From an optimization exercise on the open Yosys and OpenROAD flow, aimed at small area; shortcuts taken in it are not production practice. The RTL was checked by simulation tests, not by an equivalence proof against the original design. Power and IR drop assume default switching activity.

==> flow/design.v, too long to show whole: its modules and the start of the top module <==
// module playrec: 898 lines
// module fa_cell: 3 lines
// module sel_dec: 7 lines
// module ha_cell: 3 lines
module playrec(
	input			CLOCK_50, reset,
	output reg	[21:0]	ram_addr,
	output	[15:0]	ram_data_in,
	output			ram_read, ram_write,
	input	[15:0]	ram_data_out,
	input			ram_valid, ram_waitrq,
	output	[15:0]	audio_out,
	input	[15:0]	audio_in,
	input			audio_out_allowed, audio_in_available,
	output			write_audio_out, read_audio_in,
	input			play, record, pause,
	input	[1:0]	speed,
	input [2:0] sel
);
  // ...
==> flow/flow/run.sh <==
#!/bin/bash
# Standard ORFS layout (the standard.sh, unchanged synthesis) with two
# layout-only choices passed to the ORFS scripts:
#  - port buffers use the smallest buffer cell (every port is still buffered)
#  - clock tree synthesis without dummy loads
set -euo pipefail
export BUFFER_PORTS_ARGS="-buffer_cell sky130_fd_sc_hd__buf_1"
export CTS_ARGS="-sink_clustering_enable -repair_clock_nets -dont_use_dummy_load -buf_list sky130_fd_sc_hd__clkbuf_4 -sink_clustering_size 10 -sink_clustering_max_diameter 50"
bash standard.sh > standard_flow.log 2>&1
==> flow/standard.sh <==
#!/bin/bash
# synth_recipe.tcl (not shown) runs the flow's synth.tcl, then flattens the netlist and writes it again
# the make line also repeats each setting of config.mk as NAME=value (left out here)
make -C /OpenROAD-flow-scripts/flow DESIGN_CONFIG=/design/flow/config.mk WORK_HOME=/design/flow/orfs CLKGATE_MAP_FILE= SYNTH_SCRIPT=/design/flow/synth_recipe.tcl "${@:-finish}"
==> flow/config.mk <==
export PLATFORM = sky130hd
export DESIGN_NAME = playrec
export DESIGN_NICKNAME = playrec
export VERILOG_FILES = /design/flow/design.v
export SDC_FILE = /design/flow/constraint.sdc
export NUM_CORES = 4
export LEC_CHECK = 0
export CAP_MARGIN = 20
export CORE_MARGIN = 2
export CORE_UTILIZATION = 40
export SETUP_SLACK_MARGIN = 0.05
export SLEW_MARGIN = 20
export SYNTH_HIERARCHICAL = 1
export SYNTH_MINIMUM_KEEP_SIZE = 0
==> flow/constraint.sdc <==
create_clock -name core_clock -period 10.0 [get_ports {CLOCK_50}]
set_input_delay 2.0000 -clock core_clock [delete_from_list [all_inputs] [get_ports {CLOCK_50}]]
set_output_delay 2.0000 -clock core_clock [all_outputs]
set_load 0.01 [all_outputs]
==> key figures, run 1 <==
Run status
  – Status: timing/DRC/antenna clean

Yosys
  – Yosys warns: 7
  – Multiplexer area fraction after synthesis: 0%
  – Post-synth cell types: 58
  – Synth Instances: 1,039

Floorplanning
  – Die width: 180 microns

Clock tree
  – CTS resizes: 0
  – Cts hold-fix bufs: 0

Global route
  – Most crowded layer after global routing: met2
  – Global Route met1 Usage: 26.8%

Timing
  – Post-layout minimum cycle time: 9.61 ns
  – Slew headroom: 32.8%

Detailed routing
  – WL final: 31.5 mm
  – DR WL met2: 15.2 mm
  – DR pass1 iterations: 8
  – DR WL/cell: 21.2 microns
  – Vias: 8,468

Layout
  – Seq_cells: 204
  – Commonest non-fill, non-tap cells in the layout: fa_1, dfxtp_1, nand2_1
  – Final #Nets: 1,404
  – Diodes inserted: 1
  – Seq. cell area: 4080 sq um
  – Non-clk bufs: 86

Placed design
  – Dpl hpwl: 24.3 mm

Worst setup path
  – CP endpoint kind: output pin
  – Worst R2R Setup Slack: 2.94 ns
  – Reg2reg start: x4[0]$_DFF_P_

Pwr
  – Clock Power Share: 8.4%
==> run 2, diff against run 1 <==
--- a/flow/design.v
+++ b/flow/design.v
@@ -190,3 +190,3 @@
 sel_dec u_dec0 (.sel(sel), .f1(f1_0), .fe(fe_0), .f3(f3_0), .f4(f4_0), .fr(fr_0));
-wire rb1_c3 = (f3_0 & s3[0]);
+wire rb1_c3 = (f3_0 & s3[0]) | f1_0;
 wire rb2_c4 = (f3_0 & s3[1]) | (f4_0 & x4[0]);
@@ -194,3 +194,3 @@
 wire rb4_c6 = (f3_0 & s3[3]) | (f4_0 & x4[2]);
-wire rb5_c7 = (f3_0 & s3[4]) | (f4_0 & x4[3]);
+wire rb5_c7 = (f3_0 & s3[4]) | (f4_0 & x4[3]) | f1_0;
 wire rb6_c8 = (f3_0 & s3[5]) | (f4_0 & x4[4]);
@@ -207,3 +207,3 @@
 wire rb17_c19 = (f3_0 & ~s3[16]) | (f4_0 & ~x4[15]);
-wire rb18_c1 = (f1_0 & ~x8[0]);
+wire rb18_c1 = (f1_0 & ~x8[0]) | f4_0;
 wire rb19_c2 = (f1_0 & ~x8[1]) | (f3_0 & s2[0]) | (f4_0 & ~s2[0]);
@@ -242,3 +242,3 @@
 wire rb52_c16 = (f1_0 & s3[16]) | (f3_0 & s3[16]) | (f4_0 & ~x3[14]);
-wire rb53_c17 = (f4_0 & x3[15]);
+wire rb53_c17 = (f4_0 & x3[15]) | f3_0;
 wire rb54_c1 = (f1_0 & ~s4[0]) | (f3_0 & ~s4[0]);
@@ -329,3 +329,3 @@
 wire rb139_c21 = (f1_0 & s4[16]) | (f3_0 & s4[16]) | (fe_0 & x8[14]);
-wire rb140_c22 = (fe_0 & ~x8[15]);
+wire rb140_c22 = (fe_0 & ~x8[15]) | f1_0;
 wire rb141_c0 = (f1_0 & ~s4[0]) | (f3_0 & ~x8[0]);
@@ -346,3 +346,3 @@
 wire rb156_c15 = (f1_0 & ~s4[15]) | (f3_0 & x8[15]) | (f4_0 & ~x4[14]);
-wire rb157_c16 = (f1_0 & s4[16]) | (f4_0 & x4[15]);
+wire rb157_c16 = (f1_0 & s4[16]) | (f4_0 & x4[15]) | f3_0;
 wire rb158_c6 = (f1_0 & ~s4[0]) | (f4_0 & ~s4[0]);
@@ -364,3 +364,3 @@
 wire rb174_c22 = (f1_0 & s4[16]) | (f3_0 & s4[15]) | (f4_0 & s4[16]) | (fe_0 & x1[14]) | (fr_0 & audio_in[14]);
-wire rb175_c23 = (f3_0 & ~s4[16]) | (fe_0 & ~x1[15]) | (fr_0 & ~audio_in[15]);
+wire rb175_c23 = (f3_0 & ~s4[16]) | (fe_0 & ~x1[15]) | (fr_0 & ~audio_in[15]) | f4_0;
 wire rb176_c0 = (f3_0 & ~x1[0]);
@@ -384,15 +384,13 @@
 wire rb194_c0 = f3_0;
-wire rb195_c1 = f1_0 | f4_0;
+wire rb195_c1 = f1_0;
 wire rb196_c2 = f3_0;
-wire rb197_c3 = f1_0 | f3_0;
+wire rb197_c3 = f3_0;
 wire rb198_c4 = f4_0;
 wire rb199_c5 = f3_0;
-wire rb200_c7 = f1_0 | f4_0;
-wire rb201_c16 = f3_0;
-wire rb202_c17 = f3_0;
-wire rb203_c18 = f3_0 | f4_0;
-wire rb204_c20 = f1_0;
-wire rb205_c21 = f1_0 | f3_0;
-wire rb206_c22 = f1_0 | fe_0;
-wire rb207_c23 = f4_0 | fr_0;
+wire rb200_c7 = f4_0;
+wire rb201_c18 = f3_0 | f4_0;
+wire rb202_c20 = f1_0;
+wire rb203_c21 = f1_0 | f3_0;
+wire rb204_c22 = fe_0;
+wire rb205_c23 = fr_0;
 wire t_s100, t_c101;
@@ -466,3 +464,3 @@
 wire t_s168, t_c169;
-fa_cell u_t_s168 (.a(rb118_c16), .b(rb134_c16), .c(rb157_c16), .s(t_s168), .k(t_c169));
+ha_cell u_t_s168 (.a(rb118_c16), .b(rb134_c16), .s(t_s168), .k(t_c169));
 wire t_s170, t_c171;
@@ -470,3 +468,3 @@
 wire t_s172, t_c173;
-fa_cell u_t_s172 (.a(rb70_c17), .b(rb100_c17), .c(rb119_c17), .s(t_s172), .k(t_c173));
+ha_cell u_t_s172 (.a(rb70_c17), .b(rb100_c17), .s(t_s172), .k(t_c173));
 wire t_s174, t_c175;
@@ -552,13 +550,13 @@
 wire t_s254, t_c255;
-fa_cell u_t_s254 (.a(rb168_c16), .b(rb192_c16), .c(rb201_c16), .s(t_s254), .k(t_c255));
+fa_cell u_t_s254 (.a(rb157_c16), .b(rb168_c16), .c(rb192_c16), .s(t_s254), .k(t_c255));
 wire t_s256, t_c257;
-fa_cell u_t_s256 (.a(t_c163), .b(t_c159), .c(t_c161), .s(t_s256), .k(t_c257));
+fa_cell u_t_s256 (.a(t_c163), .b(t_s168), .c(t_c159), .s(t_s256), .k(t_c257));
 wire t_s258, t_c259;
-fa_cell u_t_s258 (.a(t_s164), .b(t_s166), .c(t_s168), .s(t_s258), .k(t_c259));
+fa_cell u_t_s258 (.a(t_c161), .b(t_s164), .c(t_s166), .s(t_s258), .k(t_c259));
 wire t_s260, t_c261;
-fa_cell u_t_s260 (.a(rb135_c17), .b(rb169_c17), .c(rb193_c17), .s(t_s260), .k(t_c261));
+fa_cell u_t_s260 (.a(rb119_c17), .b(rb135_c17), .c(rb169_c17), .s(t_s260), .k(t_c261));
 wire t_s262, t_c263;
-fa_cell u_t_s262 (.a(rb202_c17), .b(t_c165), .c(t_c167), .s(t_s262), .k(t_c263));
+fa_cell u_t_s262 (.a(rb193_c17), .b(t_c169), .c(t_s172), .s(t_s262), .k(t_c263));
 wire t_s264, t_c265;
-fa_cell u_t_s264 (.a(t_c169), .b(t_s170), .c(t_s172), .s(t_s264), .k(t_c265));
+fa_cell u_t_s264 (.a(t_c165), .b(t_c167), .c(t_s170), .s(t_s264), .k(t_c265));
 wire t_s266, t_c267;
@@ -568,3 +566,3 @@
 wire t_s270, t_c271;
-fa_cell u_t_s270 (.a(rb203_c18), .b(t_c171), .c(t_c173), .s(t_s270), .k(t_c271));
+fa_cell u_t_s270 (.a(rb201_c18), .b(t_c173), .c(t_c171), .s(t_s270), .k(t_c271));
 wire t_s272, t_c273;
@@ -638,5 +636,5 @@
 wire t_s340, t_c341;
-fa_cell u_t_s340 (.a(t_c255), .b(t_s260), .c(t_c257), .s(t_s340), .k(t_c341));
+fa_cell u_t_s340 (.a(t_c255), .b(t_s260), .c(t_s262), .s(t_s340), .k(t_c341));
 wire t_s342, t_c343;
-fa_cell u_t_s342 (.a(t_c259), .b(t_s262), .c(t_s264), .s(t_s342), .k(t_c343));
+fa_cell u_t_s342 (.a(t_c257), .b(t_c259), .c(t_s264), .s(t_s342), .k(t_c343));
 wire t_s344, t_c345;
@@ -652,3 +650,3 @@
 wire t_s354, t_c355;
-ha_cell u_t_s354 (.a(rb204_c20), .b(t_c273), .s(t_s354), .k(t_c355));
+ha_cell u_t_s354 (.a(rb202_c20), .b(t_c273), .s(t_s354), .k(t_c355));
 wire t_s356, t_c357;
@@ -698,5 +696,5 @@
 wire t_s400, t_c401;
-fa_cell u_t_s400 (.a(rb205_c21), .b(t_c353), .c(t_s356), .s(t_s400), .k(t_c401));
+fa_cell u_t_s400 (.a(rb203_c21), .b(t_c353), .c(t_s356), .s(t_s400), .k(t_c401));
 wire t_s402, t_c403;
-fa_cell u_t_s402 (.a(rb140_c22), .b(rb174_c22), .c(rb206_c22), .s(t_s402), .k(t_c403));
+fa_cell u_t_s402 (.a(rb140_c22), .b(rb174_c22), .c(rb204_c22), .s(t_s402), .k(t_c403));
 wire t_s404, t_c405;
@@ -747,3 +745,3 @@
 fa_cell u_t_s448 (.a(t_c357), .b(t_s402), .c(t_c401), .s(t_s448), .k(t_c449));
-wire t_x450 = rb175_c23 ^ rb207_c23 ^ t_c403;
+wire t_x450 = rb175_c23 ^ rb205_c23 ^ t_c403;
 wire [23:0] ta = {t_c449, t_c447, t_c445, t_c443, t_c441, t_c439, t_c437, t_c435, t_c433, t_c431, t_c429, t_c427, t_c425, t_c423, t_c421, t_c419, t_c417, t_c415, t_c413, t_c411, t_c409, t_c407, t_c405, t_s404};
==> key figures, run 2 <==
Floorplanning
  – Initial Utilization: 40.3%
  – Std cell rows: 64
  – Die width: 179 microns (-0.68%)
  – Die area: 32,000 sq um
  – Die Ht: 179 microns
  – Top-level I/O count: 104
  – Core area: 30,300 sq um

Timing
  – Unrepaired setup endpoints after global routing: false
  – Final Setup Violations: 0
  – Peak Freq: 103 MHz
  – Tcrit/Tclk final: 96.9%
  – Fin. Hold Viols: 0
  – Setup TNS: 0 ns
  – Post-layout minimum cycle time: 9.69 ns (+0.0835 ns)
  – Slew headroom: 57.9% (+25 points)
  – Slew at the pin with the worst max-slew slack: 0.630 ns
  – Clock Skews: 0.110 ns
  – Final slew viol count: 0

Worst setup path
  – Delay of the slowest critical-path stage: 0.57 ns
  – Kind of critical path: in2out
  – Crit Path Max Fanout: 49
  – Worst EP arrival: 7.69 ns
  – CP most frequent cell: fa_1
  – CP startpoint kind: primary input
  – CP max stage cell: fa_1
  – R2R cell count: 18
  – Critical-path cell list: buf_1 -> and3b_2 -> nor2_4 -> buf_12 -> o22ai_1 -> fa_1 -> fa_1 -> fa_1 -> fa_1 -> fa_1 -> ha_1 -> a21o_1 -> a21o_1 -> o31ai_1 -> o211a_1 -> o21ai_2 -> and4_4 -> a2111oi_2 -> buf_1
  – CP endpoint kind: output pin
  – Required time of the critical path: 8.00 ns

Detailed routing
  – WL final: 30.9 mm (-1.9%)
  – Wl on met1: 12.4 mm
  – DR WL/cell: 21.0 microns (-1.3%)
  – Uppermost layer routed: met4
  – Vias per std cell: 5.66
  – DR pass1 iterations: 5 (-3)
  – Wire length on met3: 1.69 mm
  – Iteration-0 DRC count of the detailed router: 812
  – Post-route DRC: 0
  – Vias: 8,342 (-1.5%)
  – Number of routed nets with antenna violations: 0
  – DR WL met2: 15.6 mm (+2.5%)

Clock tree
  – CTS sink cnt: 204
  – Total CTS buffers: 27
  – Postcts setup bufs: 0
  – H-tree depth: 1
  – Cts hold-fix bufs: 0 (unchanged)
  – Clock-pin slew of the registers on the worst-case setup and hold paths: 0.11 ns
  – Buffer depth of the longest clock path: 3
  – Clock latency (worst-skew pair): 0.69 ns
  – CTS tree: yes
  – CTS resizes: 0 (unchanged)
  – Clock tree root driver cell: clkbuf_4

Layout
  – Commonest non-fill, non-tap cell in the layout: dfxtp_1
  – Top reg by flops: ram_addr
  – Share of layout cells above drive strength 1: 6.23%
  – Final Non-Filler Cells: 1,473
  – Final #Nets: 1,394 (-0.71%)
  – P&R area growth vs syn: 7.44%
  – Final instance area: 13,100 sq um
  – Max FFs per register: 22
  – Commonest non-fill, non-tap cells in the layout: dfxtp_1, fa_1, nand2_1
  – Final core area utilization: 43.3%

Yosys
  – Count leader, synth: dfxtp_1
  – Avg Inst Size Synth: 11.9 sq um
  – Synth Net Count: 1,342
  – Yosys warns: 7 (unchanged)
  – Share of the yosys chip area belonging to registers: 33.4%
  – Share of the synthesized area in the top cell type: 33.4%
  – Synth top cells by count: dfxtp_1, fa_1, nand2_1, ha_1, o22ai_1
  – Ranking of synthesized cells by area: dfxtp_1, fa_1, ha_1
  – Yosys top cell by area: dfxtp_1
  – Number of synthesized flops with an enable pin: 0
  – Synth Instances: 1,026 (-1.3%)
  – Syn Std Cell Area: 12,200 sq um
  – Post-synth top flop: dfxtp_1
  – Post-synth ARST share: 0%
  – Post-synth cell types: 47 (-19%)
  – Seq cells post-synth: 204

Global route
  – Grt ovf: 0
  – First-pass GRT wire length: 48.3 mm
  – Vias in the first global route: 8,803
  – GRT Total Usage: 19.7%
  – Initial antenna violation count: 1
  – Largest net degree at the start of global routing: 53

Hold path
  – Hold depth: 0
  – Min-Delay Path Class: reg2reg

Run status
  – Status: timing/DRC/antenna clean

Pwr
  – Total power: 0.00414 W
  – Pwr/cell area: 315 nW/um^2
  – Max VDD drop: 0.000360 V
  – Leakage power total: 5.63 nW

Placed design
  – Dpl hpwl: 24.1 mm (-0.95%)
  – Placed inst area: 12,900 sq um
  – Port bufs: 71
  – Placed insts: 1,445
  – Routability cong.: 0.903

Job
  – Maxcap violations: 0
## run 2: cell count changes after synthesis, moves of 3 or more
cell,previous run,this run
clkbuf_1,41,44
nor2b_1,8,5
inv_1,15,12
o21ai_1,4,0
nor3_1,5,8
o21ai_0,32,35
a21oi_1,7,14
## run 2: worst max-delay path, delay by kind of cell
kind | cells | cell delay, ns
adders and majority gates | 6 | 2.69
buffers and inverters | 3 | 0.66
and+or+nand+nor | 3 | 0.78
AOI/OAI and AO/OA | 7 | 1.51
## run 2: path summary, 6_finish.rpt
kind,start,endpoint,slack [ns]
max reg2reg,x4[0]$_DFF_P_,s4[16]$_DFF_P_,3.02
min reg2reg,x5[0]$_DFF_P_,x6[0]$_DFF_P_,0.30
max,sel[2],ram_data_in[15],0.31
min,x5[0]$_DFF_P_,x6[0]$_DFF_P_,0.30
## run 2: cells by family after synthesis
logic type / count (synthesis) / share of synthesized area [%]
fa+ha+maj: 270 / 40.0
compound gates: 238 / 14.0
simple gates: 206 / 7.82
flops: 204 / 33.4
buf+inv: 83 / 3.04
xor+xnor: 24 / 1.72
mux: 1 / 0.0818
## run 2: area by class of cell
class                   count  area (sq um)
multi-input cells         739          7810
clock buffers              27           203
inverters                  14          52.6
flip-flops and latches    204          4080
repair buffers             92           499
diodes                      1          2.50
well taps                 396           495
fillers                  2823         17200
## run 2: per-module statistics from Yosys, one instance, submodules excluded
| module | flops+latches | area (sq um) | times used |
|---|---|---|---|
| sel_dec | 0 | 47.5 | 1 |
| fa_cell | 0 | 20.0 | 200 |
| ha_cell | 0 | 12.5 | 42 |
| playrec | 204 | 7660 | 1 |
## run 2: power breakdown
part	leakage [nW]	switching, W	internal (W)
clock network	0.124	0.000253	0.000123
logic	3.79	0.00160	0.00118
registers	1.71	0.000106	0.000884
## run 2: per-stage QoR
stage	worst slack, ns	hold slack (ns)
after floorplan	0.669	0.323
after global placement	0.407	0.327
after detailed placement	0.322	0.328
after CTS	0.315	0.306
after global routing	0.123	0.308
final	0.311	0.304
## run 2: metal layers
metal | up-vias | global-route usage [%]
met4 | 0 | 7.96
met5 | - | 0
met3 | 77 | 3.01
li1 | 3706 | -
met2 | 353 | 33.7
met1 | 4206 | 25.1

re-timing with driven ports:
No port has a modelled driver above. Below, the same layouts with a new extraction and two added sets of constraints.
Step 1 sets driving cells, clkbuf_16 on the clock port and buf_2 on the other inputs (assumed; they add their load-dependent delay and slew).
Step 2 adds t to the input delays and takes it off the output delays; t is the mean of the earliest and latest rising clock arrival at the registers after step 1. Input paths then give back, and output paths get back, about the clock's delay inside the block.
Three values: ideal ports, drivers, drivers and shift; two values: the first two.
run | shift t [ns] | setup WS [ns] | worst setup path at the end | slew at the worst register clock pin (ns)
run 1 | 0.677 | 0.394 / 0.374 / 0.374 | input to output | 0.11 / 0.11
run 2 | 0.680 | 0.311 / 0.287 / 0.287 | input to output | 0.11 / 0.11
After both steps every run listed still meets setup and hold. For run 2, which loses most, drivers alone change the setup slack by -0.024 ns; drivers and shift together by -0.024 ns.
